Context: an optimization exercise on an open-source flow, tuned for small area. The choices shown serve that exercise and are no tape-out recipe. Function not checked in this run: the RTL went through the layout flow alone.

**flow/design.v**
```verilog
module prbs(
            clk,
            rst,
            enable,
            valid,
            bit_out_r,
            bit_out_i
            );
    parameter SEED = 9'h1AA;
    parameter [8:0] MASK_I = 9'b111010101;
    output bit_out_r;
    output bit_out_i;
    input rst;
    input clk;
    input enable;
    input valid;
    reg [8:0] buffer;
    always @(posedge clk or negedge rst) begin
        if (!rst)
            buffer <= SEED;
        else if (enable & valid)
            buffer <= {buffer[0] ^ buffer[4], buffer[8:1]};
    end
    assign bit_out_r = buffer[0];
    assign bit_out_i = ^(buffer & MASK_I);
endmodule
module tx(
          clk,
          rst,
          enable,
          cs,
          started,
          tx_in,
          tx_out
          );
    input clk;
    input rst;
    input enable;
    input [1:0] cs;
    input started;
    input tx_in;
    output [7:0] tx_out;
    reg       pb;        
    reg [5:0] w;         
    always @(posedge clk or negedge rst) begin
        if (!rst) begin
            pb <= 1'b0;
            w <= 6'd0;
        end
        else if (enable) begin
            if (cs == 2'd3)
                pb <= tx_in;
            if (cs == 2'd0)
                w <= {w[4:0], pb};
        end
    end
    wire [1:0] c = cs - 2'd1;
    reg [7:0] sum;
    always @* begin
        case ({c, w})
            8'd0: sum = 8'hc2;
            8'd1: sum = 8'hc2;
            8'd2: sum = 8'hc6;
            8'd3: sum = 8'hc6;
            8'd4: sum = 8'hb4;
            8'd5: sum = 8'hb4;
            8'd6: sum = 8'hb8;
            8'd7: sum = 8'hb8;
            8'd8: sum = 8'h52;
            8'd9: sum = 8'h52;
            8'd10: sum = 8'h56;
            8'd11: sum = 8'h56;
            8'd12: sum = 8'h44;
            8'd13: sum = 8'h44;
            8'd14: sum = 8'h48;
            8'd15: sum = 8'h48;
            8'd16: sum = 8'hb4;
            8'd17: sum = 8'hb4;
            8'd18: sum = 8'hb8;
            8'd19: sum = 8'hb8;
            8'd20: sum = 8'ha6;
            8'd21: sum = 8'ha6;
            8'd22: sum = 8'haa;
            8'd23: sum = 8'haa;
            8'd24: sum = 8'h44;
            8'd25: sum = 8'h44;
            8'd26: sum = 8'h48;
            8'd27: sum = 8'h48;
            8'd28: sum = 8'h36;
            8'd29: sum = 8'h36;
            8'd30: sum = 8'h3a;
            8'd31: sum = 8'h3a;
            8'd32: sum = 8'hc6;
            8'd33: sum = 8'hc6;
            8'd34: sum = 8'hca;
            8'd35: sum = 8'hca;
            8'd36: sum = 8'hb8;
            8'd37: sum = 8'hb8;
            8'd38: sum = 8'hbc;
            8'd39: sum = 8'hbc;
            8'd40: sum = 8'h56;
            8'd41: sum = 8'h56;
            8'd42: sum = 8'h5a;
            8'd43: sum = 8'h5a;
            8'd44: sum = 8'h48;
            8'd45: sum = 8'h48;
            8'd46: sum = 8'h4c;
            8'd47: sum = 8'h4c;
            8'd48: sum = 8'hb8;
            8'd49: sum = 8'hb8;
            8'd50: sum = 8'hbc;
            8'd51: sum = 8'hbc;
            8'd52: sum = 8'haa;
            8'd53: sum = 8'haa;
            8'd54: sum = 8'hae;
            8'd55: sum = 8'hae;
            8'd56: sum = 8'h48;
            8'd57: sum = 8'h48;
            8'd58: sum = 8'h4c;
            8'd59: sum = 8'h4c;
            8'd60: sum = 8'h3a;
            8'd61: sum = 8'h3a;
            8'd62: sum = 8'h3e;
            8'd63: sum = 8'h3e;
            8'd64: sum = 8'hc5;
            8'd65: sum = 8'hc1;
            8'd66: sum = 8'hc5;
            8'd67: sum = 8'hc1;
            8'd68: sum = 8'hd9;
            8'd69: sum = 8'hd5;
            8'd70: sum = 8'hd9;
            8'd71: sum = 8'hd5;
            8'd72: sum = 8'h41;
            8'd73: sum = 8'h3d;
            8'd74: sum = 8'h41;
            8'd75: sum = 8'h3d;
            8'd76: sum = 8'h55;
            8'd77: sum = 8'h51;
            8'd78: sum = 8'h55;
            8'd79: sum = 8'h51;
            8'd80: sum = 8'haf;
            8'd81: sum = 8'hab;
            8'd82: sum = 8'haf;
            8'd83: sum = 8'hab;
            8'd84: sum = 8'hc3;
            8'd85: sum = 8'hbf;
            8'd86: sum = 8'hc3;
            8'd87: sum = 8'hbf;
            8'd88: sum = 8'h2b;
            8'd89: sum = 8'h27;
            8'd90: sum = 8'h2b;
            8'd91: sum = 8'h27;
            8'd92: sum = 8'h3f;
            8'd93: sum = 8'h3b;
            8'd94: sum = 8'h3f;
            8'd95: sum = 8'h3b;
            8'd96: sum = 8'hc5;
            8'd97: sum = 8'hc1;
            8'd98: sum = 8'hc5;
            8'd99: sum = 8'hc1;
            8'd100: sum = 8'hd9;
            8'd101: sum = 8'hd5;
            8'd102: sum = 8'hd9;
            8'd103: sum = 8'hd5;
            8'd104: sum = 8'h41;
            8'd105: sum = 8'h3d;
            8'd106: sum = 8'h41;
            8'd107: sum = 8'h3d;
            8'd108: sum = 8'h55;
            8'd109: sum = 8'h51;
            8'd110: sum = 8'h55;
            8'd111: sum = 8'h51;
            8'd112: sum = 8'haf;
            8'd113: sum = 8'hab;
            8'd114: sum = 8'haf;
            8'd115: sum = 8'hab;
            8'd116: sum = 8'hc3;
            8'd117: sum = 8'hbf;
            8'd118: sum = 8'hc3;
            8'd119: sum = 8'hbf;
            8'd120: sum = 8'h2b;
            8'd121: sum = 8'h27;
            8'd122: sum = 8'h2b;
            8'd123: sum = 8'h27;
            8'd124: sum = 8'h3f;
            8'd125: sum = 8'h3b;
            8'd126: sum = 8'h3f;
            8'd127: sum = 8'h3b;
            8'd128: sum = 8'hc2;
            8'd129: sum = 8'hc0;
            8'd130: sum = 8'hb8;
            8'd131: sum = 8'hb6;
            8'd132: sum = 8'h0c;
            8'd133: sum = 8'h0a;
            8'd134: sum = 8'h02;
            8'd135: sum = 8'h00;
            8'd136: sum = 8'h0c;
            8'd137: sum = 8'h0a;
            8'd138: sum = 8'h02;
            8'd139: sum = 8'h00;
            8'd140: sum = 8'h56;
            8'd141: sum = 8'h54;
            8'd142: sum = 8'h4c;
            8'd143: sum = 8'h4a;
            8'd144: sum = 8'hb8;
            8'd145: sum = 8'hb6;
            8'd146: sum = 8'hae;
            8'd147: sum = 8'hac;
            8'd148: sum = 8'h02;
            8'd149: sum = 8'h00;
            8'd150: sum = 8'hf8;
            8'd151: sum = 8'hf6;
            8'd152: sum = 8'h02;
            8'd153: sum = 8'h00;
            8'd154: sum = 8'hf8;
            8'd155: sum = 8'hf6;
            8'd156: sum = 8'h4c;
            8'd157: sum = 8'h4a;
            8'd158: sum = 8'h42;
            8'd159: sum = 8'h40;
            8'd160: sum = 8'hc0;
            8'd161: sum = 8'hbe;
            8'd162: sum = 8'hb6;
            8'd163: sum = 8'hb4;
            8'd164: sum = 8'h0a;
            8'd165: sum = 8'h08;
            8'd166: sum = 8'h00;
            8'd167: sum = 8'hfe;
            8'd168: sum = 8'h0a;
            8'd169: sum = 8'h08;
            8'd170: sum = 8'h00;
            8'd171: sum = 8'hfe;
            8'd172: sum = 8'h54;
            8'd173: sum = 8'h52;
            8'd174: sum = 8'h4a;
            8'd175: sum = 8'h48;
            8'd176: sum = 8'hb6;
            8'd177: sum = 8'hb4;
            8'd178: sum = 8'hac;
            8'd179: sum = 8'haa;
            8'd180: sum = 8'h00;
            8'd181: sum = 8'hfe;
            8'd182: sum = 8'hf6;
            8'd183: sum = 8'hf4;
            8'd184: sum = 8'h00;
            8'd185: sum = 8'hfe;
            8'd186: sum = 8'hf6;
            8'd187: sum = 8'hf4;
            8'd188: sum = 8'h4a;
            8'd189: sum = 8'h48;
            8'd190: sum = 8'h40;
            8'd191: sum = 8'h3e;
            8'd192: sum = 8'hc5;
            8'd193: sum = 8'hc5;
            8'd194: sum = 8'haf;
            8'd195: sum = 8'haf;
            8'd196: sum = 8'h41;
            8'd197: sum = 8'h41;
            8'd198: sum = 8'h2b;
            8'd199: sum = 8'h2b;
            8'd200: sum = 8'hd9;
            8'd201: sum = 8'hd9;
            8'd202: sum = 8'hc3;
            8'd203: sum = 8'hc3;
            8'd204: sum = 8'h55;
            8'd205: sum = 8'h55;
            8'd206: sum = 8'h3f;
            8'd207: sum = 8'h3f;
            8'd208: sum = 8'hc5;
            8'd209: sum = 8'hc5;
            8'd210: sum = 8'haf;
            8'd211: sum = 8'haf;
            8'd212: sum = 8'h41;
            8'd213: sum = 8'h41;
            8'd214: sum = 8'h2b;
            8'd215: sum = 8'h2b;
            8'd216: sum = 8'hd9;
            8'd217: sum = 8'hd9;
            8'd218: sum = 8'hc3;
            8'd219: sum = 8'hc3;
            8'd220: sum = 8'h55;
            8'd221: sum = 8'h55;
            8'd222: sum = 8'h3f;
            8'd223: sum = 8'h3f;
            8'd224: sum = 8'hc1;
            8'd225: sum = 8'hc1;
            8'd226: sum = 8'hab;
            8'd227: sum = 8'hab;
            8'd228: sum = 8'h3d;
            8'd229: sum = 8'h3d;
            8'd230: sum = 8'h27;
            8'd231: sum = 8'h27;
            8'd232: sum = 8'hd5;
            8'd233: sum = 8'hd5;
            8'd234: sum = 8'hbf;
            8'd235: sum = 8'hbf;
            8'd236: sum = 8'h51;
            8'd237: sum = 8'h51;
            8'd238: sum = 8'h3b;
            8'd239: sum = 8'h3b;
            8'd240: sum = 8'hc1;
            8'd241: sum = 8'hc1;
            8'd242: sum = 8'hab;
            8'd243: sum = 8'hab;
            8'd244: sum = 8'h3d;
            8'd245: sum = 8'h3d;
            8'd246: sum = 8'h27;
            8'd247: sum = 8'h27;
            8'd248: sum = 8'hd5;
            8'd249: sum = 8'hd5;
            8'd250: sum = 8'hbf;
            8'd251: sum = 8'hbf;
            8'd252: sum = 8'h51;
            8'd253: sum = 8'h51;
            8'd254: sum = 8'h3b;
            8'd255: sum = 8'h3b;
            default: sum = 8'h00;
        endcase
    end
    assign tx_out = started ? sum : 8'd0;
endmodule
module rx(
          clk,
          rst,
          enable,
          rx_in,
          sample,
          rx_out,
          rx_bit_out
          );
    input clk;
    input rst;
    input enable;
    input signed [7:0] rx_in;
    input sample;        
    output reg [7:0] rx_out;
    output reg rx_bit_out;
    reg [8*24-1:0] xl;
    wire [7:0] u0 = {~xl[7], xl[6:0]};
    wire [7:0] u1 = {~xl[15], xl[14:8]};
    wire [7:0] u2 = {~xl[23], xl[22:16]};
    wire [7:0] u3 = {~xl[31], xl[30:24]};
    wire [7:0] u4 = {~xl[39], xl[38:32]};
    wire [7:0] u5 = {~xl[47], xl[46:40]};
    wire [7:0] u6 = {~xl[55], xl[54:48]};
    wire [7:0] u7 = {~xl[63], xl[62:56]};
    wire [7:0] u8 = {~xl[71], xl[70:64]};
    wire [7:0] u9 = {~xl[79], xl[78:72]};
    wire [7:0] u10 = {~xl[87], xl[86:80]};
    wire [7:0] u11 = {~xl[95], xl[94:88]};
    wire [7:0] u12 = {~xl[103], xl[102:96]};
    wire [7:0] u13 = {~xl[111], xl[110:104]};
    wire [7:0] u14 = {~xl[119], xl[118:112]};
    wire [7:0] u15 = {~xl[127], xl[126:120]};
    wire [7:0] u16 = {~xl[135], xl[134:128]};
    wire [7:0] u17 = {~xl[143], xl[142:136]};
    wire [7:0] u18 = {~xl[151], xl[150:144]};
    wire [7:0] u19 = {~xl[159], xl[158:152]};
    wire [7:0] u20 = {~xl[167], xl[166:160]};
    wire [7:0] u21 = {~xl[175], xl[174:168]};
    wire [7:0] u22 = {~xl[183], xl[182:176]};
    wire [7:0] u23 = {~xl[191], xl[190:184]};
    wire [8:0] p6 = u6 + u18;
    wire [8:0] p7 = u7 + u17;
    wire [8:0] p8 = u8 + u16;
    wire [8:0] p9 = u9 + u15;
    wire [8:0] p10 = u10 + u14;
    wire [8:0] p11 = u11 + u13;
    wire s1, c2;
    rx_fa u_s1 (.a(1'b1), .b(~u22[0]), .c(~u2[0]), .s(s1), .co(c2));
    wire s3, c4;
    rx_fa u_s3 (.a(s1), .b(p10[0]), .c(p7[0]), .s(s3), .co(c4));
    wire s5, c6;
    rx_fa u_s5 (.a(p8[0]), .b(~p6[0]), .c(s3), .s(s5), .co(c6));
    wire s7, c8;
    rx_fa u_s7 (.a(u20[0]), .b(u4[0]), .c(~u1[0]), .s(s7), .co(c8));
    wire s9, c10;
    rx_fa u_s9 (.a(~u22[1]), .b(~u23[0]), .c(~u2[1]), .s(s9), .co(c10));
    wire s11, c12;
    rx_fa u_s11 (.a(c2), .b(s7), .c(s9), .s(s11), .co(c12));
    wire s13, c14;
    rx_fa u_s13 (.a(s11), .b(p10[1]), .c(p7[1]), .s(s13), .co(c14));
    wire s15, c16;
    rx_fa u_s15 (.a(p8[1]), .b(p9[0]), .c(~p11[0]), .s(s15), .co(c16));
    wire s17, c18;
    rx_fa u_s17 (.a(~p6[1]), .b(c4), .c(s13), .s(s17), .co(c18));
    wire s19, c20;
    rx_fa u_s19 (.a(s15), .b(c6), .c(s17), .s(s19), .co(c20));
    wire s21, c22;
    rx_fa u_s21 (.a(1'b1), .b(u20[1]), .c(u4[1]), .s(s21), .co(c22));
    wire s23, c24;
    rx_fa u_s23 (.a(~u1[1]), .b(~u22[2]), .c(~u23[1]), .s(s23), .co(c24));
    wire s25, c26;
    rx_fa u_s25 (.a(~u2[2]), .b(c10), .c(c8), .s(s25), .co(c26));
    wire s27, c28;
    rx_fa u_s27 (.a(s21), .b(s23), .c(c12), .s(s27), .co(c28));
    wire s29, c30;
    rx_fa u_s29 (.a(s25), .b(p10[0]), .c(p10[2]), .s(s29), .co(c30));
    wire s31, c32;
    rx_fa u_s31 (.a(p7[0]), .b(p7[2]), .c(p8[2]), .s(s31), .co(c32));
    wire s33, c34;
    rx_fa u_s33 (.a(p9[1]), .b(~p11[1]), .c(~p6[0]), .s(s33), .co(c34));
    wire s35, c36;
    rx_fa u_s35 (.a(~p6[2]), .b(s27), .c(c14), .s(s35), .co(c36));
    wire s37, c38;
    rx_fa u_s37 (.a(c16), .b(s29), .c(s31), .s(s37), .co(c38));
    wire s39, c40;
    rx_fa u_s39 (.a(s33), .b(c18), .c(s35), .s(s39), .co(c40));
    wire s41, c42;
    rx_fa u_s41 (.a(s37), .b(c20), .c(s39), .s(s41), .co(c42));
    wire s43, c44;
    rx_fa u_s43 (.a(u12[0]), .b(u20[2]), .c(u4[2]), .s(s43), .co(c44));
    wire s45, c46;
    rx_fa u_s45 (.a(~u1[2]), .b(~u22[3]), .c(~u23[2]), .s(s45), .co(c46));
    wire s47, c48;
    rx_fa u_s47 (.a(~u2[3]), .b(c22), .c(c24), .s(s47), .co(c48));
    wire s49, c50;
    rx_fa u_s49 (.a(s43), .b(s45), .c(c26), .s(s49), .co(c50));
    wire s51, c52;
    rx_fa u_s51 (.a(s47), .b(p10[1]), .c(p10[3]), .s(s51), .co(c52));
    wire s53, c54;
    rx_fa u_s53 (.a(p7[1]), .b(p7[3]), .c(p8[3]), .s(s53), .co(c54));
    wire s55, c56;
    rx_fa u_s55 (.a(p9[0]), .b(p9[2]), .c(~p11[2]), .s(s55), .co(c56));
    wire s57, c58;
    rx_fa u_s57 (.a(~p6[1]), .b(~p6[3]), .c(~p8[0]), .s(s57), .co(c58));
    wire s59, c60;
    rx_fa u_s59 (.a(c28), .b(s49), .c(c30), .s(s59), .co(c60));
    wire s61, c62;
    rx_fa u_s61 (.a(c32), .b(c34), .c(s51), .s(s61), .co(c62));
    wire s63, c64;
    rx_fa u_s63 (.a(s53), .b(s55), .c(s57), .s(s63), .co(c64));
    wire s65, c66;
    rx_fa u_s65 (.a(c36), .b(c38), .c(s59), .s(s65), .co(c66));
    wire s67, c68;
    rx_fa u_s67 (.a(s61), .b(s63), .c(c40), .s(s67), .co(c68));
    wire s69, c70;
    rx_fa u_s69 (.a(s65), .b(c42), .c(s67), .s(s69), .co(c70));
    wire s71, c72;
    rx_fa u_s71 (.a(u12[1]), .b(u20[3]), .c(u4[3]), .s(s71), .co(c72));
    wire s73, c74;
    rx_fa u_s73 (.a(~u1[3]), .b(~u22[4]), .c(~u23[3]), .s(s73), .co(c74));
    wire s75, c76;
    rx_fa u_s75 (.a(~u2[4]), .b(c44), .c(c46), .s(s75), .co(c76));
    wire s77, c78;
    rx_fa u_s77 (.a(s71), .b(s73), .c(c48), .s(s77), .co(c78));
    wire s79, c80;
    rx_fa u_s79 (.a(s75), .b(p10[2]), .c(p10[4]), .s(s79), .co(c80));
    wire s81, c82;
    rx_fa u_s81 (.a(p7[2]), .b(p7[4]), .c(p8[4]), .s(s81), .co(c82));
    wire s83, c84;
    rx_fa u_s83 (.a(p9[1]), .b(p9[3]), .c(~p11[3]), .s(s83), .co(c84));
    wire s85, c86;
    rx_fa u_s85 (.a(~p6[2]), .b(~p6[4]), .c(~p7[0]), .s(s85), .co(c86));
    wire s87, c88;
    rx_fa u_s87 (.a(~p8[1]), .b(c50), .c(s77), .s(s87), .co(c88));
    wire s89, c90;
    rx_fa u_s89 (.a(c52), .b(c54), .c(c56), .s(s89), .co(c90));
    wire s91, c92;
    rx_fa u_s91 (.a(c58), .b(s79), .c(s81), .s(s91), .co(c92));
    wire s93, c94;
    rx_fa u_s93 (.a(s83), .b(s85), .c(s87), .s(s93), .co(c94));
    wire s95, c96;
    rx_fa u_s95 (.a(c60), .b(c62), .c(c64), .s(s95), .co(c96));
    wire s97, c98;
    rx_fa u_s97 (.a(s89), .b(s91), .c(s93), .s(s97), .co(c98));
    wire s99, c100;
    rx_fa u_s99 (.a(c66), .b(s95), .c(s97), .s(s99), .co(c100));
    wire s101, c102;
    rx_fa u_s101 (.a(c68), .b(s99), .c(c70), .s(s101), .co(c102));
    wire s103, c104;
    rx_fa u_s103 (.a(1'b1), .b(u12[2]), .c(u20[4]), .s(s103), .co(c104));
    wire s105, c106;
    rx_fa u_s105 (.a(u4[4]), .b(~u1[4]), .c(~u22[5]), .s(s105), .co(c106));
    wire s107, c108;
    rx_fa u_s107 (.a(~u23[4]), .b(~u2[5]), .c(c72), .s(s107), .co(c108));
    wire s109, c110;
    rx_fa u_s109 (.a(c74), .b(s103), .c(s105), .s(s109), .co(c110));
    wire s111, c112;
    rx_fa u_s111 (.a(c76), .b(s107), .c(s109), .s(s111), .co(c112));
    wire s113, c114;
    rx_fa u_s113 (.a(p10[0]), .b(p10[3]), .c(p10[5]), .s(s113), .co(c114));
    wire s115, c116;
    rx_fa u_s115 (.a(p7[3]), .b(p7[5]), .c(p8[5]), .s(s115), .co(c116));
    wire s117, c118;
    rx_fa u_s117 (.a(p9[2]), .b(p9[4]), .c(~p11[4]), .s(s117), .co(c118));
    wire s119, c120;
    rx_fa u_s119 (.a(~p6[3]), .b(~p6[5]), .c(~p7[1]), .s(s119), .co(c120));
    wire s121, c122;
    rx_fa u_s121 (.a(~p8[2]), .b(c78), .c(s111), .s(s121), .co(c122));
    wire s123, c124;
    rx_fa u_s123 (.a(c80), .b(c82), .c(c84), .s(s123), .co(c124));
    wire s125, c126;
    rx_fa u_s125 (.a(c86), .b(s113), .c(s115), .s(s125), .co(c126));
    wire s127, c128;
    rx_fa u_s127 (.a(s117), .b(s119), .c(c88), .s(s127), .co(c128));
    wire s129, c130;
    rx_fa u_s129 (.a(s121), .b(c90), .c(c92), .s(s129), .co(c130));
    wire s131, c132;
    rx_fa u_s131 (.a(s123), .b(s125), .c(c94), .s(s131), .co(c132));
    wire s133, c134;
    rx_fa u_s133 (.a(s127), .b(c96), .c(s129), .s(s133), .co(c134));
    wire s135, c136;
    rx_fa u_s135 (.a(c98), .b(s131), .c(s133), .s(s135), .co(c136));
    wire s137, c138;
    rx_fa u_s137 (.a(c100), .b(s135), .c(c102), .s(s137), .co(c138));
    wire s139, c140;
    rx_fa u_s139 (.a(u12[0]), .b(u12[3]), .c(u20[5]), .s(s139), .co(c140));
    wire s141, c142;
    rx_fa u_s141 (.a(u4[5]), .b(~u1[5]), .c(~u22[6]), .s(s141), .co(c142));
    wire s143, c144;
    rx_fa u_s143 (.a(~u23[5]), .b(~u2[6]), .c(c104), .s(s143), .co(c144));
    wire s145, c146;
    rx_fa u_s145 (.a(c106), .b(s139), .c(s141), .s(s145), .co(c146));
    wire s147, c148;
    rx_fa u_s147 (.a(c108), .b(s143), .c(c110), .s(s147), .co(c148));
    wire s149, c150;
    rx_fa u_s149 (.a(s145), .b(p10[1]), .c(p10[4]), .s(s149), .co(c150));
    wire s151, c152;
    rx_fa u_s151 (.a(p10[6]), .b(p11[0]), .c(p7[4]), .s(s151), .co(c152));
    wire s153, c154;
    rx_fa u_s153 (.a(p7[6]), .b(p8[6]), .c(p9[3]), .s(s153), .co(c154));
    wire s155, c156;
    rx_fa u_s155 (.a(p9[5]), .b(~p11[5]), .c(~p6[4]), .s(s155), .co(c156));
    wire s157, c158;
    rx_fa u_s157 (.a(~p6[6]), .b(~p7[2]), .c(~p8[3]), .s(s157), .co(c158));
    wire s159, c160;
    rx_fa u_s159 (.a(c112), .b(s147), .c(c114), .s(s159), .co(c160));
    wire s161, c162;
    rx_fa u_s161 (.a(c116), .b(c118), .c(c120), .s(s161), .co(c162));
    wire s163, c164;
    rx_fa u_s163 (.a(s149), .b(s151), .c(s153), .s(s163), .co(c164));
    wire s165, c166;
    rx_fa u_s165 (.a(s155), .b(s157), .c(c122), .s(s165), .co(c166));
    wire s167, c168;
    rx_fa u_s167 (.a(c124), .b(c126), .c(s159), .s(s167), .co(c168));
    wire s169, c170;
    rx_fa u_s169 (.a(s161), .b(s163), .c(c128), .s(s169), .co(c170));
    wire s171, c172;
    rx_fa u_s171 (.a(s165), .b(c130), .c(s167), .s(s171), .co(c172));
    wire s173, c174;
    rx_fa u_s173 (.a(c132), .b(s169), .c(c134), .s(s173), .co(c174));
    wire s175, c176;
    rx_fa u_s175 (.a(s171), .b(c136), .c(s173), .s(s175), .co(c176));
    wire s177, c178;
    rx_fa u_s177 (.a(u12[1]), .b(u12[4]), .c(u20[6]), .s(s177), .co(c178));
    wire s179, c180;
    rx_fa u_s179 (.a(u4[6]), .b(~u1[6]), .c(~u22[7]), .s(s179), .co(c180));
    wire s181, c182;
    rx_fa u_s181 (.a(~u23[6]), .b(~u2[7]), .c(c140), .s(s181), .co(c182));
    wire s183, c184;
    rx_fa u_s183 (.a(c142), .b(s177), .c(s179), .s(s183), .co(c184));
    wire s185, c186;
    rx_fa u_s185 (.a(c144), .b(s181), .c(c146), .s(s185), .co(c186));
    wire s187, c188;
    rx_fa u_s187 (.a(s183), .b(p10[2]), .c(p10[5]), .s(s187), .co(c188));
    wire s189, c190;
    rx_fa u_s189 (.a(p10[7]), .b(p11[1]), .c(p7[5]), .s(s189), .co(c190));
    wire s191, c192;
    rx_fa u_s191 (.a(p7[7]), .b(p8[7]), .c(p9[4]), .s(s191), .co(c192));
    wire s193, c194;
    rx_fa u_s193 (.a(p9[6]), .b(~p11[6]), .c(~p6[5]), .s(s193), .co(c194));
    wire s195, c196;
    rx_fa u_s195 (.a(~p6[7]), .b(~p7[3]), .c(~p8[4]), .s(s195), .co(c196));
    wire s197, c198;
    rx_fa u_s197 (.a(c148), .b(s185), .c(c150), .s(s197), .co(c198));
    wire s199, c200;
    rx_fa u_s199 (.a(c152), .b(c154), .c(c156), .s(s199), .co(c200));
    wire s201, c202;
    rx_fa u_s201 (.a(c158), .b(s187), .c(s189), .s(s201), .co(c202));
    wire s203, c204;
    rx_fa u_s203 (.a(s191), .b(s193), .c(s195), .s(s203), .co(c204));
    wire s205, c206;
    rx_fa u_s205 (.a(c160), .b(c162), .c(c164), .s(s205), .co(c206));
    wire s207, c208;
    rx_fa u_s207 (.a(s197), .b(s199), .c(s201), .s(s207), .co(c208));
    wire s209, c210;
    rx_fa u_s209 (.a(s203), .b(c166), .c(c168), .s(s209), .co(c210));
    wire s211, c212;
    rx_fa u_s211 (.a(s205), .b(s207), .c(c170), .s(s211), .co(c212));
    wire s213, c214;
    rx_fa u_s213 (.a(c172), .b(s209), .c(s211), .s(s213), .co(c214));
    wire s215, c216;
    rx_fa u_s215 (.a(c174), .b(s213), .c(c176), .s(s215), .co(c216));
    wire s217, c218;
    rx_fa u_s217 (.a(1'b1), .b(u12[2]), .c(u12[5]), .s(s217), .co(c218));
    wire s219, c220;
    rx_fa u_s219 (.a(u20[7]), .b(u4[7]), .c(~u1[7]), .s(s219), .co(c220));
    wire s221, c222;
    rx_fa u_s221 (.a(~u23[7]), .b(c178), .c(c180), .s(s221), .co(c222));
    wire s223, c224;
    rx_fa u_s223 (.a(s217), .b(s219), .c(c182), .s(s223), .co(c224));
    wire s225, c226;
    rx_fa u_s225 (.a(c184), .b(s221), .c(p10[3]), .s(s225), .co(c226));
    wire s227, c228;
    rx_fa u_s227 (.a(p10[6]), .b(p10[8]), .c(p11[2]), .s(s227), .co(c228));
    wire s229, c230;
    rx_fa u_s229 (.a(p7[6]), .b(p7[8]), .c(p8[8]), .s(s229), .co(c230));
    wire s231, c232;
    rx_fa u_s231 (.a(p9[5]), .b(p9[7]), .c(~p11[7]), .s(s231), .co(c232));
    wire s233, c234;
    rx_fa u_s233 (.a(~p6[6]), .b(~p6[8]), .c(~p7[4]), .s(s233), .co(c234));
    wire s235, c236;
    rx_fa u_s235 (.a(~p8[5]), .b(s223), .c(c186), .s(s235), .co(c236));
    wire s237, c238;
    rx_fa u_s237 (.a(c188), .b(c190), .c(c192), .s(s237), .co(c238));
    wire s239, c240;
    rx_fa u_s239 (.a(c194), .b(c196), .c(s225), .s(s239), .co(c240));
    wire s241, c242;
    rx_fa u_s241 (.a(s227), .b(s229), .c(s231), .s(s241), .co(c242));
    wire s243, c244;
    rx_fa u_s243 (.a(s233), .b(s235), .c(c198), .s(s243), .co(c244));
    wire s245, c246;
    rx_fa u_s245 (.a(c200), .b(c202), .c(s237), .s(s245), .co(c246));
    wire s247, c248;
    rx_fa u_s247 (.a(c204), .b(s239), .c(s241), .s(s247), .co(c248));
    wire s249, c250;
    rx_fa u_s249 (.a(s243), .b(c206), .c(c208), .s(s249), .co(c250));
    wire s251, c252;
    rx_fa u_s251 (.a(s245), .b(s247), .c(c210), .s(s251), .co(c252));
    wire s253, c254;
    rx_fa u_s253 (.a(s249), .b(c212), .c(s251), .s(s253), .co(c254));
    wire s255, c256;
    rx_fa u_s255 (.a(c214), .b(s253), .c(c216), .s(s255), .co(c256));
    wire s257, c258;
    rx_fa u_s257 (.a(1'b1), .b(u12[3]), .c(u12[6]), .s(s257), .co(c258));
    wire s259, c260;
    rx_fa u_s259 (.a(c218), .b(c220), .c(s257), .s(s259), .co(c260));
    wire s261, c262;
    rx_fa u_s261 (.a(c222), .b(s259), .c(p10[4]), .s(s261), .co(c262));
    wire s263, c264;
    rx_fa u_s263 (.a(p10[7]), .b(p11[3]), .c(p7[7]), .s(s263), .co(c264));
    wire s265, c266;
    rx_fa u_s265 (.a(p9[6]), .b(p9[8]), .c(~p11[8]), .s(s265), .co(c266));
    wire s267, c268;
    rx_fa u_s267 (.a(~p6[7]), .b(~p7[5]), .c(~p8[6]), .s(s267), .co(c268));
    wire s269, c270;
    rx_fa u_s269 (.a(c224), .b(c226), .c(c228), .s(s269), .co(c270));
    wire s271, c272;
    rx_fa u_s271 (.a(c230), .b(c232), .c(c234), .s(s271), .co(c272));
    wire s273, c274;
    rx_fa u_s273 (.a(s261), .b(s263), .c(s265), .s(s273), .co(c274));
    wire s275, c276;
    rx_fa u_s275 (.a(s267), .b(c236), .c(c238), .s(s275), .co(c276));
    wire s277, c278;
    rx_fa u_s277 (.a(c240), .b(s269), .c(c242), .s(s277), .co(c278));
    wire s279, c280;
    rx_fa u_s279 (.a(s271), .b(s273), .c(c244), .s(s279), .co(c280));
    wire s281, c282;
    rx_fa u_s281 (.a(s275), .b(c246), .c(c248), .s(s281), .co(c282));
    wire s283, c284;
    rx_fa u_s283 (.a(s277), .b(s279), .c(c250), .s(s283), .co(c284));
    wire s285, c286;
    rx_fa u_s285 (.a(s281), .b(c252), .c(s283), .s(s285), .co(c286));
    wire s287, c288;
    rx_fa u_s287 (.a(c254), .b(s285), .c(c256), .s(s287), .co(c288));
    wire s289, c290;
    rx_fa u_s289 (.a(u12[4]), .b(u12[7]), .c(c258), .s(s289), .co(c290));
    wire s291, c292;
    rx_fa u_s291 (.a(c260), .b(s289), .c(p10[5]), .s(s291), .co(c292));
    wire s293, c294;
    rx_fa u_s293 (.a(p10[8]), .b(p11[4]), .c(p7[8]), .s(s293), .co(c294));
    wire s295, c296;
    rx_fa u_s295 (.a(p9[7]), .b(~p6[8]), .c(~p7[6]), .s(s295), .co(c296));
    wire s297, c298;
    rx_fa u_s297 (.a(~p8[7]), .b(c262), .c(c264), .s(s297), .co(c298));
    wire s299, c300;
    rx_fa u_s299 (.a(c266), .b(c268), .c(s291), .s(s299), .co(c300));
    wire s301, c302;
    rx_fa u_s301 (.a(s293), .b(s295), .c(c270), .s(s301), .co(c302));
    wire s303, c304;
    rx_fa u_s303 (.a(c272), .b(s297), .c(c274), .s(s303), .co(c304));
    wire s305, c306;
    rx_fa u_s305 (.a(s299), .b(c276), .c(s301), .s(s305), .co(c306));
    wire s307, c308;
    rx_fa u_s307 (.a(c278), .b(s303), .c(c280), .s(s307), .co(c308));
    wire s309, c310;
    rx_fa u_s309 (.a(s305), .b(c282), .c(s307), .s(s309), .co(c310));
    wire s311, c312;
    rx_fa u_s311 (.a(c284), .b(s309), .c(c286), .s(s311), .co(c312));
    wire s313, c314;
    rx_fa u_s313 (.a(u12[5]), .b(c290), .c(p10[6]), .s(s313), .co(c314));
    wire s315, c316;
    rx_fa u_s315 (.a(p11[5]), .b(p9[8]), .c(~p7[7]), .s(s315), .co(c316));
    wire s317, c318;
    rx_fa u_s317 (.a(~p8[8]), .b(c292), .c(c294), .s(s317), .co(c318));
    wire s319, c320;
    rx_fa u_s319 (.a(c296), .b(s313), .c(s315), .s(s319), .co(c320));
    wire s321, c322;
    rx_fa u_s321 (.a(c298), .b(c300), .c(s317), .s(s321), .co(c322));
    wire s323, c324;
    rx_fa u_s323 (.a(s319), .b(c302), .c(c304), .s(s323), .co(c324));
    wire s325, c326;
    rx_fa u_s325 (.a(s321), .b(c306), .c(s323), .s(s325), .co(c326));
    wire s327, c328;
    rx_fa u_s327 (.a(c308), .b(s325), .c(c310), .s(s327), .co(c328));
    wire s329, c330;
    rx_fa u_s329 (.a(u12[6]), .b(p10[7]), .c(p11[6]), .s(s329), .co(c330));
    wire s331, c332;
    rx_fa u_s331 (.a(~p7[8]), .b(c314), .c(c316), .s(s331), .co(c332));
    wire s333, c334;
    rx_fa u_s333 (.a(s329), .b(c318), .c(c320), .s(s333), .co(c334));
    wire s335, c336;
    rx_fa u_s335 (.a(s331), .b(c322), .c(s333), .s(s335), .co(c336));
    wire s337, c338;
    rx_fa u_s337 (.a(c324), .b(s335), .c(c326), .s(s337), .co(c338));
    wire s339, c340;
    rx_fa u_s339 (.a(u12[7]), .b(p10[8]), .c(p11[7]), .s(s339), .co(c340));
    wire s341, c342;
    rx_fa u_s341 (.a(c330), .b(s339), .c(c332), .s(s341), .co(c342));
    wire s343, c344;
    rx_fa u_s343 (.a(c334), .b(s341), .c(c336), .s(s343), .co(c344));
    wire s345, c346;
    rx_fa u_s345 (.a(1'b1), .b(p11[8]), .c(c340), .s(s345), .co(c346));
    wire s347, c348;
    rx_fa u_s347 (.a(s345), .b(c342), .c(c344), .s(s347), .co(c348));
    wire [15:0] ra = {c346, s347, c338, c328, c312, c288, s287, s255, s215, c138, s137, s101, s69, s41, s19, s5};
    wire [15:0] rb = {c348, 1'b0, s343, s337, s327, s311, 1'b0, 1'b0, 1'b0, s175, 1'b0, 1'b0, 1'b0, 1'b0, 1'b0, 1'b0};
    wire [15:0] s = ra + rb;
    wire sat = (s[15:14] != {2{s[15]}});
    wire [7:0] sat_out = sat ? (s[15] ? 8'h80 : 8'h7f) : s[14:7];
    always @(posedge clk or negedge rst) begin
        if (!rst) begin
            xl <= {8*24{1'b0}};
            rx_out <= 8'd0;
            rx_bit_out <= 1'b0;
        end
        else if (enable) begin
            xl <= {xl[8*23-1:0], rx_in};
            rx_out <= sat_out;
            if (sample)
                rx_bit_out <= ~s[15];
        end
    end
endmodule
module rx_fa(a, b, c, s, co);
    input a, b, c;
    output s, co;
    assign s = a ^ b ^ c;
    assign co = (a & b) | (a & c) | (b & c);
endmodule
module rx_ha(a, b, s, co);
    input a, b;
    output s, co;
    assign s = a ^ b;
    assign co = a & b;
endmodule
module ber(
           clk,
           rst,
           enable,
           valid,
           t,
           sx_r,
           dx_r,
           sx_i,
           dx_i,
           error_count_r,
           error_count_i,
           bit_count
           );
    parameter SEQ_LEN = 1022;
    parameter R = 32;                   
    localparam AW = $clog2(SEQ_LEN);    
    localparam RB = $clog2(R);          
    localparam CB = RB - 2;             
    localparam NC = 1 << CB;
    localparam NG = 1 << (AW - CB - RB);
    localparam NR = NG * NC;            
    input clk;
    input rst;
    input enable;
    input valid;
    input [RB-1:0] t;       
    input sx_r;
    input dx_r;
    input sx_i;
    input dx_i;
    output [63:0] error_count_r;
    output [63:0] error_count_i;
    output [63:0] bit_count;
    reg [AW-1:0] counter;
    reg [AW-1:0] shift;
    reg [AW-1:0] wl;
    reg adapt;
    wire step = enable & valid;
    localparam integer NAD = SEQ_LEN * (SEQ_LEN + 1) + 1;
    localparam [AW-1:0] WL0 = (1 << AW) - (NAD % (1 << AW));
    reg [63-AW:0] bc_hi;
    wire [63-AW:0] bc_hi_inc;
    ber_inc #(.W (64 - AW)) inc_bc (.q (bc_hi), .inc (step & ~adapt & (&wl)), .d (bc_hi_inc));
    assign bit_count = {bc_hi, adapt ? {AW{1'b0}} : wl};
    wire counter_full = (counter == SEQ_LEN);
    wire end_adapt = (shift == SEQ_LEN);
    wire adapt_next = adapt & ~end_adapt;
    wire [AW-1:0] shift_next = shift + (adapt & counter_full);
    wire [AW-1:0] wl_next = wl + 1'b1;
    always @(posedge clk or negedge rst) begin
        if (!rst)
            bc_hi <= {64-AW{1'b0}};
        else
            bc_hi <= bc_hi_inc;
    end
    always @(posedge clk or negedge rst) begin
        if (!rst) begin
            counter <= {AW{1'b0}};
            shift <= {AW{1'b0}};
            wl <= WL0;
            adapt <= 1'b1;
        end
        else if (step) begin
            wl <= wl_next;
            if (adapt) begin
                if (!counter_full)
                    counter <= counter + 1'b1;
                else begin
                    counter <= {AW{1'b0}};
                    shift <= shift + 1'b1;
                end
                if (end_adapt)
                    adapt <= 1'b0;
            end
        end
    end
    wire [AW-CB-1:0] blk0 = wl[AW-1:CB];
    wire [AW-CB-1:0] blk1 = wl[AW-1:CB] - 1'b1;
    wire pass0 = (blk0[RB-1:0] == ~t);
    wire pass1 = (blk1[RB-1:0] == ~t);
    wire [NR-1:0] we;
    genvar gg, cc_;
    generate
        for (gg = 0; gg < NG; gg = gg + 1) begin : g_we_g
            for (cc_ = 0; cc_ < NC; cc_ = cc_ + 1) begin : g_we_c
                wire older = (cc_ > wl[CB-1:0]);
                assign we[gg*NC + cc_] = older ? (pass1 & (blk1[AW-CB-1:RB] == gg))
                                               : (pass0 & (blk0[AW-CB-1:RB] == gg));
            end
        end
    endgenerate
    ber_lane #(.SEQ_LEN(SEQ_LEN), .R(R)) lane_r (
        .clk (clk), .rst (rst), .step (step), .t (t), .adapt (adapt),
        .shift (shift), .counter_full (counter_full), .end_adapt (end_adapt),
        .wl_next (wl_next), .adapt_next (adapt_next), .shift_next (shift_next),
        .wl (wl), .we (we), .sx (sx_r), .dx (dx_r), .error_count (error_count_r));
    ber_lane #(.SEQ_LEN(SEQ_LEN), .R(R)) lane_i (
        .clk (clk), .rst (rst), .step (step), .t (t), .adapt (adapt),
        .shift (shift), .counter_full (counter_full), .end_adapt (end_adapt),
        .wl_next (wl_next), .adapt_next (adapt_next), .shift_next (shift_next),
        .wl (wl), .we (we), .sx (sx_i), .dx (dx_i), .error_count (error_count_i));
endmodule
module ber_lane(
                clk,
                rst,
                step,
                t,
                adapt,
                shift,
                counter_full,
                end_adapt,
                wl_next,
                adapt_next,
                shift_next,
                wl,
                we,
                sx,
                dx,
                error_count
                );
    parameter SEQ_LEN = 1022;
    parameter R = 32;
    localparam AW = $clog2(SEQ_LEN);
    localparam RB = $clog2(R);
    localparam CB = RB - 2;
    localparam NC = 1 << CB;
    localparam NG = 1 << (AW - CB - RB);
    localparam NR = NG * NC;
    input clk;
    input rst;
    input step;
    input [RB-1:0] t;
    input adapt;
    input [AW-1:0] shift;
    input counter_full;
    input end_adapt;
    input [AW-1:0] wl_next;
    input adapt_next;
    input [AW-1:0] shift_next;
    input [AW-1:0] wl;
    input [NR-1:0] we;
    input sx;
    input dx;
    output reg [63:0] error_count;
    reg [R*NR-1:0] q;
    reg [NC-1:0] wd;
    reg rd;
    reg [AW-1:0] min_error_count;
    reg [AW-1:0] min_shift;
    integer i;
    always @(posedge clk) begin
        for (i = 0; i < NR; i = i + 1)
            q[R*i +: R] <= {q[R*i +: R-1], we[i] ? wd[i % NC] : q[R*i+R-1]};
    end
    wire [AW-1:0] s = adapt ? shift : min_shift;
    wire [AW-1:0] s_next = adapt_next ? shift_next : min_shift;
    reg [AW-1:0] a;
    always @(posedge clk) begin
        if (step)
            a <= wl_next - s_next;
    end
    wire [CB-1:0] ac = a[CB-1:0];
    wire [RB-1:0] am = a[CB+RB-1:CB];
    wire [AW-CB-RB-1:0] ag = a[AW-1:CB+RB];
    wire [RB-1:0] pos = am + t;                
    wire rpass = (pos[1:0] == 2'b11);          
    localparam NP = R / 4;
    wire [NR*NP-1:0] rq;
    genvar k, j;
    generate
        for (k = 0; k < NR; k = k + 1) begin : g_rq
            for (j = 0; j < NP; j = j + 1) begin : g_rqj
                assign rq[k*NP + j] = q[R*k + 4*j + 3];
            end
        end
    endgenerate
    wire rq_sel;
    ber_sel #(.N (NR*NP)) sel_rq (.d (rq), .s ({ag, ac, pos[RB-1:2]}), .y (rq_sel));
    always @(posedge clk) begin
        if (rpass)
            rd <= rq_sel;
    end
    wire bit_d = (s < NC) ? wd[wl[CB-1:0] - s[CB-1:0]] : (rpass ? rq_sel : rd);
    wire e = bit_d ^ dx;
    wire [AW-1:0] ec_lo = error_count[AW-1:0];
    wire clr = step & adapt & (counter_full | end_adapt);
    wire inc = step & e & ~(adapt & counter_full);
    wire [63:0] ec_inc;
    ber_inc #(.W (64)) inc_ec (.q (error_count), .inc (inc), .d (ec_inc));
    always @(posedge clk or negedge rst) begin
        if (!rst)
            error_count <= 64'd0;
        else begin
            error_count[AW-1:0] <= clr ? {AW{1'b0}} : ec_inc[AW-1:0];
            error_count[63:AW] <= ec_inc[63:AW];
        end
    end
    wire [AW-1:0] wn = wl + 1'b1;
    always @(posedge clk or negedge rst) begin
        if (!rst) begin
            wd <= {NC{1'b0}};
            min_error_count <= {AW{1'b1}};
            min_shift <= {AW{1'b0}};
        end
        else if (step) begin
            wd[wn[CB-1:0]] <= sx;
            if (adapt & counter_full & (ec_lo < min_error_count)) begin
                min_error_count <= ec_lo;
                min_shift <= shift;
            end
        end
    end
endmodule
module ber_inc(q, inc, d);
    parameter W = 64;
    localparam NB = (W + 7) / 8;
    input [W-1:0] q;
    input inc;
    output [W-1:0] d;
    wire [8*NB-1:0] qx = {{8*NB-W{1'b0}}, q};
    wire [8*NB-1:0] dx;
    wire [NB-1:0] all1;      
    wire [NB:0] below;       
    wire [8*NB:0] c;
    assign below[0] = 1'b1;
    genvar b, i;
    generate
        for (b = 0; b < NB; b = b + 1) begin : g_blk
            assign all1[b] = &qx[8*b +: 8];
            assign below[b+1] = below[b] & all1[b];
            assign c[8*b] = inc & below[b];
            for (i = 0; i < 8; i = i + 1) begin : g_bit
                assign dx[8*b+i] = qx[8*b+i] ^ c[8*b+i];
                if (i < 7) begin : g_c
                    assign c[8*b+i+1] = c[8*b+i] & qx[8*b+i];
                end
            end
        end
    endgenerate
    assign d = dx[W-1:0];
endmodule
module ber_sel(d, s, y);
    parameter N = 256;
    localparam SB = $clog2(N);
    input [N-1:0] d;
    input [SB-1:0] s;
    output y;
    generate
        if (N == 4) begin : g_leaf4
            ber_mux4 m (.d (d), .s (s), .y (y));
        end
        else if (N == 2) begin : g_leaf2
            assign y = s[0] ? d[1] : d[0];
        end
        else begin : g_node
            wire [3:0] part;
            genvar i;
            for (i = 0; i < 4; i = i + 1) begin : g_part
                ber_sel #(.N (N / 4)) sub (.d (d[i*(N/4) +: N/4]), .s (s[SB-3:0]), .y (part[i]));
            end
            ber_mux4 m (.d (part), .s (s[SB-1:SB-2]), .y (y));
        end
    endgenerate
endmodule
module ber_mux4(d, s, y);
    input [3:0] d;
    input [1:0] s;
    output y;
    assign y = s[1] ? (s[0] ? d[3] : d[2]) : (s[0] ? d[1] : d[0]);
endmodule
module dsp(
           rst,
           clk,
           i_enable_tx,
           i_enable_rx,
           i_enable_ber,
           i_phase,
           o_error_count_r,
           o_error_count_i,
           o_bit_count_r,
           o_bit_count_i,
           o_tx,
           o_rx,
           o_led
           );
    input rst;
    input clk;
    input i_enable_tx;
    input i_enable_rx;
    input i_enable_ber;
    input [1:0] i_phase;
    output [63:0] o_error_count_r;
    output [63:0] o_error_count_i;
    output [63:0] o_bit_count_r;
    output [63:0] o_bit_count_i;
    output [15:0] o_tx;
    output [15:0] o_rx;
    output [3:0] o_led;
    wire prbs_out_r;
    wire [7:0] tx_out_r;
    wire [7:0] rx_out_r;
    wire rx_bit_out_r;
    wire prbs_out_i;
    wire [7:0] tx_out_i;
    wire [7:0] rx_out_i;
    wire rx_bit_out_i;
    wire [63:0] bit_count;
    reg [4:0] clk_counter;      
    reg [1:0] phase;
    reg ber_rst;
    reg enable_tx;
    reg enable_rx;
    reg [1:0] tx_cs;        
    reg tx_started;         
    reg [1:0] rx_cc;        
    wire valid = (clk_counter[1:0] == 2'd1);
    assign o_led[0] = enable_tx;
    assign o_led[1] = enable_rx;
    assign o_led[2] = 1'b0;
    assign o_led[3] = ~((|o_error_count_r) | (|o_error_count_i));
    assign o_tx = {tx_out_r, tx_out_i};
    assign o_rx = {rx_out_r, rx_out_i};
    assign o_bit_count_r = bit_count;
    assign o_bit_count_i = bit_count;
    always @(posedge clk or negedge rst) begin
        if (!rst) begin
            clk_counter <= 5'd0;
            phase <= 2'd0;
            ber_rst <= 1'b0;
            enable_tx <= 1'b0;
            enable_rx <= 1'b0;
            tx_cs <= 2'd0;
            tx_started <= 1'b0;
            rx_cc <= 2'd0;
        end
        else begin
            clk_counter <= clk_counter + 5'd1;
            phase <= i_phase;
            enable_tx <= i_enable_tx;
            enable_rx <= i_enable_rx;
            ber_rst <= !((i_phase != phase) || (!enable_rx && i_enable_rx));
            if (enable_tx) begin
                tx_cs <= tx_cs + 2'd1;
                tx_started <= 1'b1;
            end
            if (enable_rx)
                rx_cc <= rx_cc + 2'd1;
        end
    end
    prbs #(.SEED (9'h1AA), .MASK_I (9'b111010101)) prbs0 (
        .clk (clk), .rst (rst), .enable (enable_tx), .valid (valid),
        .bit_out_r (prbs_out_r), .bit_out_i (prbs_out_i));
    tx tx_r (
        .clk (clk), .rst (rst), .enable (enable_tx), .cs (tx_cs), .started (tx_started), .tx_in (prbs_out_r),
        .tx_out (tx_out_r));
    tx tx_i (
        .clk (clk), .rst (rst), .enable (enable_tx), .cs (tx_cs), .started (tx_started), .tx_in (prbs_out_i),
        .tx_out (tx_out_i));
    rx rx_r (
        .clk (clk), .rst (rst), .enable (enable_rx), .rx_in (tx_out_r),
        .sample (rx_cc == phase), .rx_out (rx_out_r), .rx_bit_out (rx_bit_out_r));
    rx rx_i (
        .clk (clk), .rst (rst), .enable (enable_rx), .rx_in (tx_out_i),
        .sample (rx_cc == phase), .rx_out (rx_out_i), .rx_bit_out (rx_bit_out_i));
    ber ber0 (
        .clk (clk), .rst (ber_rst), .enable (i_enable_ber), .valid (valid),
        .t (clk_counter),
        .sx_r (prbs_out_r), .dx_r (rx_bit_out_r),
        .sx_i (prbs_out_i), .dx_i (rx_bit_out_i),
        .error_count_r (o_error_count_r), .error_count_i (o_error_count_i),
        .bit_count (bit_count));
endmodule
```
**flow/run.sh**
```bash
#!/bin/bash
# synth_recipe.tcl (not shown) runs the flow's synth.tcl, then flattens the netlist and writes it again
# the make line also repeats each setting of config.mk as NAME=value (left out here)
make -C /OpenROAD-flow-scripts/flow DESIGN_CONFIG=/design/flow/config.mk WORK_HOME=/design/flow/orfs CLKGATE_MAP_FILE= SYNTH_SCRIPT=/design/flow/synth_recipe.tcl finish
```
**flow/config.mk**
```make
export PLATFORM = sky130hd
export DESIGN_NAME = dsp
export DESIGN_NICKNAME = dsp
export VERILOG_FILES = /design/flow/design.v
export SDC_FILE = /design/flow/constraint.sdc
export NUM_CORES = 4
export LEC_CHECK = 0
export CAP_MARGIN = 20
export CORE_MARGIN = 2
export CORE_UTILIZATION = 55
export CTS_BUF_LIST = sky130_fd_sc_hd__clkbuf_16 sky130_fd_sc_hd__clkbuf_8
export CTS_CLUSTER_DIAMETER = 50
export CTS_CLUSTER_SIZE = 24
export SLEW_MARGIN = 20
export SYNTH_HIERARCHICAL = 1
```
**flow/constraint.sdc**
```tcl
create_clock -name core_clock -period 8.0 [get_ports {clk}]
set_input_delay 1.6000 -clock core_clock [delete_from_list [all_inputs] [get_ports {clk}]]
set_output_delay 1.6000 -clock core_clock [all_outputs]
set_load 0.01 [all_outputs]
```
==> results_dict.tcl <==
set metrics [dict create \
    status "finished clean" \
    coreArea_sq_um 169000 \
    reg2reg_depth 23 \
    hold_slack_ps 245 \
    crit_path_start_kind "flop" \
    drt_wl_total_microns 182000 \
    hold_buffers 0 \
    overflow 0 \
    clock_latency_ps 860 \
    cp_max_fo 17 \
    maxSlewViolCount 0 \
    place_area_sq_um 98600 \
    die_area_sq_um 173000 \
    root_buffer "clkbuf_16" \
    place_congestion 0.851 \
    viasPerCell 5.29 \
    die_h_microns 416 \
    cp-end-kind "flop" \
    rsz0062_at_grt "no" \
    first_pass_iters 8 \
    seq_area_frac_synth_pct 63.5 \
    slew_headroom_pct 26.8 \
    num-fill-cells 12912 \
    final_common_cell "dfxtp_1" \
    ioPinCount 299 \
    clockBufferDepth 3 \
    setup_viol 0 \
    period_share_pct 94.2 \
    port_buffers 297 \
    grt_max_degree 198 \
    ys_warn_count 12 \
    skew_ps 47.9 \
    wl_met1_microns 88200 \
    area_growth_pct 12.5 \
    timing.fmax_ghz 0.133 \
    crit_type "flop to flop" \
    num_vias 47811 \
    synth.distinct_cells 93 \
    route.detailed.drc 0 \
    ant_nets 0 \
    clkTransAtPathRegs_ps 90 \
    fin_nets 7447 \
    rows 151 \
    cts_tree "yes" \
    syn_area_sq_um 93500 \
    dp_slack_ps 475 \
    layout_common_cells "dfxtp_1, dfrtp_1, ha_1" \
    netlist_instances 6372 \
    initial_utilization_pct 55.3 \
    die_w_microns 416 \
    tightest_slew_ps 1090 \
    antenna_found_initial 4 \
    top_layer "met4" \
    synth_async_sr_flop_share_pct 25.5 \
    wl_met3_microns 8020 \
    dp_hpwl_microns 128000 \
    cts_buffers 187 \
    multi_input_area_sq_um 32000 \
    critPathRequiredTime_ps 8700 \
    grt_pass1_vias 49130 \
    worstPathArrival_ps 8240 \
    ff_latch_area_sq_um 59400 \
    r2r_slack_ps 470 \
    drtIter0Drc 2731 \
    synth_edf_count 20 \
    cap_violations 0 \
    ys.flop_type "dfxtp_1" \
    grt_pass1_wl_microns 289000 \
    rr_startpoint "clk_counter[2]" \
    cts.sinks 2779 \
    syn_area_per_cell_sq_um 14.7 \
    fin_cells 9046 \
    grt_usage_pct 21.5 \
    cts_resized 0 \
    hold_violations 0 \
    reg2reg_to "ber0.lane_r.error_count[63]" \
    fin_ws_ps 467 \
    dp.cells 8709 \
    startpoint "clk_counter[2]" \
    wire_per_inst_microns 20.1 \
    final_area_sq_um 105000 \
    finalCriticalPeriod_ps 7530 \
    ys_ff_latch 2779 \
    htreeDepth 4 \
    wl_met2_microns 82700 \
    min-delay-path-class "flop to async pin" \
    drive_above_1_share_pct 15.4 \
    fin_util_pct 62.2 \
    setup_tns_ps 0 \
    post-cts-setup-buffers 0 \
]
==> logic make-up (layout without fill, tap and decap cells) <==
| family | count (synthesis) | after routing | synth area share, % |
|---|---|---|---|
| xor+xnor | 232 | 232 | 2.24 |
| buf+inv | 467 | 911 | 2.38 |
| flops | 2779 | 2779 | 63.5 |
| fa+ha+maj | 759 | 759 | 13.1 |
| mux | 607 | 607 | 9.37 |
| compound gates | 601 | 601 | 4.36 |
| other cells | 3 | 15 | 0.0120 |
| simple gates | 924 | 924 | 4.99 |
==> modules after synthesis, one instance, submodules excluded, excerpt <==
module	copies in the design	flops+latches
rx	2	201
ber	1	85
tx	2	7
dsp	1	15
ber_mux4	170	0
rx_fa	348	0
==> final cells by class <==
cell class / instances / area share [%]
Tap cell: 2218 / 2.64
Clock buffer: 203 / 4.71
Inverter: 228 / 0.813
Multi-Input combinational cell: 3136 / 30.4
Clock inverter: 129 / 1.54
Antenna cell: 2 / 0.00476
Sequential cell: 2779 / 56.5
Timing Repair Buffer: 351 / 3.38
==> flip-flops by register name (all words and copies together), names as in the netlist, 9 cells and up <==
signal and count:
ber0.shift 10, ber0.lane_i.error_count 64, ber0.bc_hi 54, ber0.wl 10, ber0.lane_r.min_error_count 10, ber0.lane_i.min_error_count 10, ber0.lane_r.min_shift 10, ber0.lane_r.error_count 64
ber0.lane_i.q 1024, ber0.counter 10, ber0.lane_i.min_shift 10, ber0.lane_i.a 10, rx_i.xl 192, prbs0.buffer 9, ber0.lane_r.q 1024, rx_r.xl 192
ber0.lane_r.a 10
==> critical path, cell delays in order (launching register included) <==
cell     delay (ps)
dfrtp_1         530
ha_1            490
a21oi_1         180
xnor2_4         800
buf_4           390
mux4_2          340
mux4_2          560
mux4_2          520
mux4_2          540
mux2_2          310
nor3b_1         140
o21a_1          200
a211o_1         360
nand3_1         140
or3_1           300
nor4_2          100
ha_1            200
ha_1            190
ha_1            180
ha_1            190
ha_1            180
ha_1            180
ha_1            180
xor2_1          160
==> cells in the mapped netlist (all sizes together), types with 54 or more instances <==
library cell  instances  area, sq um
o21ai               210         1050
xnor2               125         1100
a21oi                88          500
a21o                 56          420
nand2               287         1090
mux2                382         4300
fa                  366         7330
clkbuf               77          289
nand4                92          576
mux4                176         3960
inv                 226          848
buf                 162         1080
xor2                106          973
ha                  391         4890
dfrtp               674        16900
nand3               153          766
nor2                145          549
dfxtp              2050        41000
nor4                 54          403
==> per-layer routing <==
metal  GRT usage [%]  vias to the layer above
met4            4.98                        0
met3            3.76                      237
met1            32.0                    24124
met2            32.9                      930
met5               0                        -
li1                -                    22520
==> worst max-delay path by stage <==
| stage | end | slack (ps) | cells past startpoint |
|---|---|---|---|
| global route | ber0.lane_i.error_count[63] | 110 | 23 |
| detailed placement | ber0.lane_r.error_count[39] | 470 | 23 |
| floorplan | ber0.lane_i.error_count[39] | 220 | 23 |
| finish | ber0.lane_r.error_count[63] | 470 | 23 |
| CTS | ber0.lane_i.error_count[63] | 430 | 23 |
| global placement | ber0.lane_r.error_count[39] | 550 | 23 |

## re-timing with driven ports
The flow's constraints put no driver on any port. The routed layout listed below was extracted and timed again, unchanged, in two steps.
Step 1, drivers: a clkbuf_16 drives clk and a buf_2 each remaining input, both assumed.
Step 2 also shifts input and output timing later by t, the mid clock arrival at the registers, as if the neighbouring blocks saw the same clock.
Slacks: no drivers / after step 1 / after step 2; pairs: no drivers / after step 1.
t (ns): 0.909
setup WS [ns]: 0.467 / 0.467 / 0.467
worst hold slack (ns): 0.245 / 0.245 / 0.245
worst setup path after step 2: register to register
clock arrival spread, ns: 0.067 / 0.067
After both steps this run still meets setup and hold. The setup slack of this run moves by 0.000 ns with the drivers and by 0.000 ns with both steps.
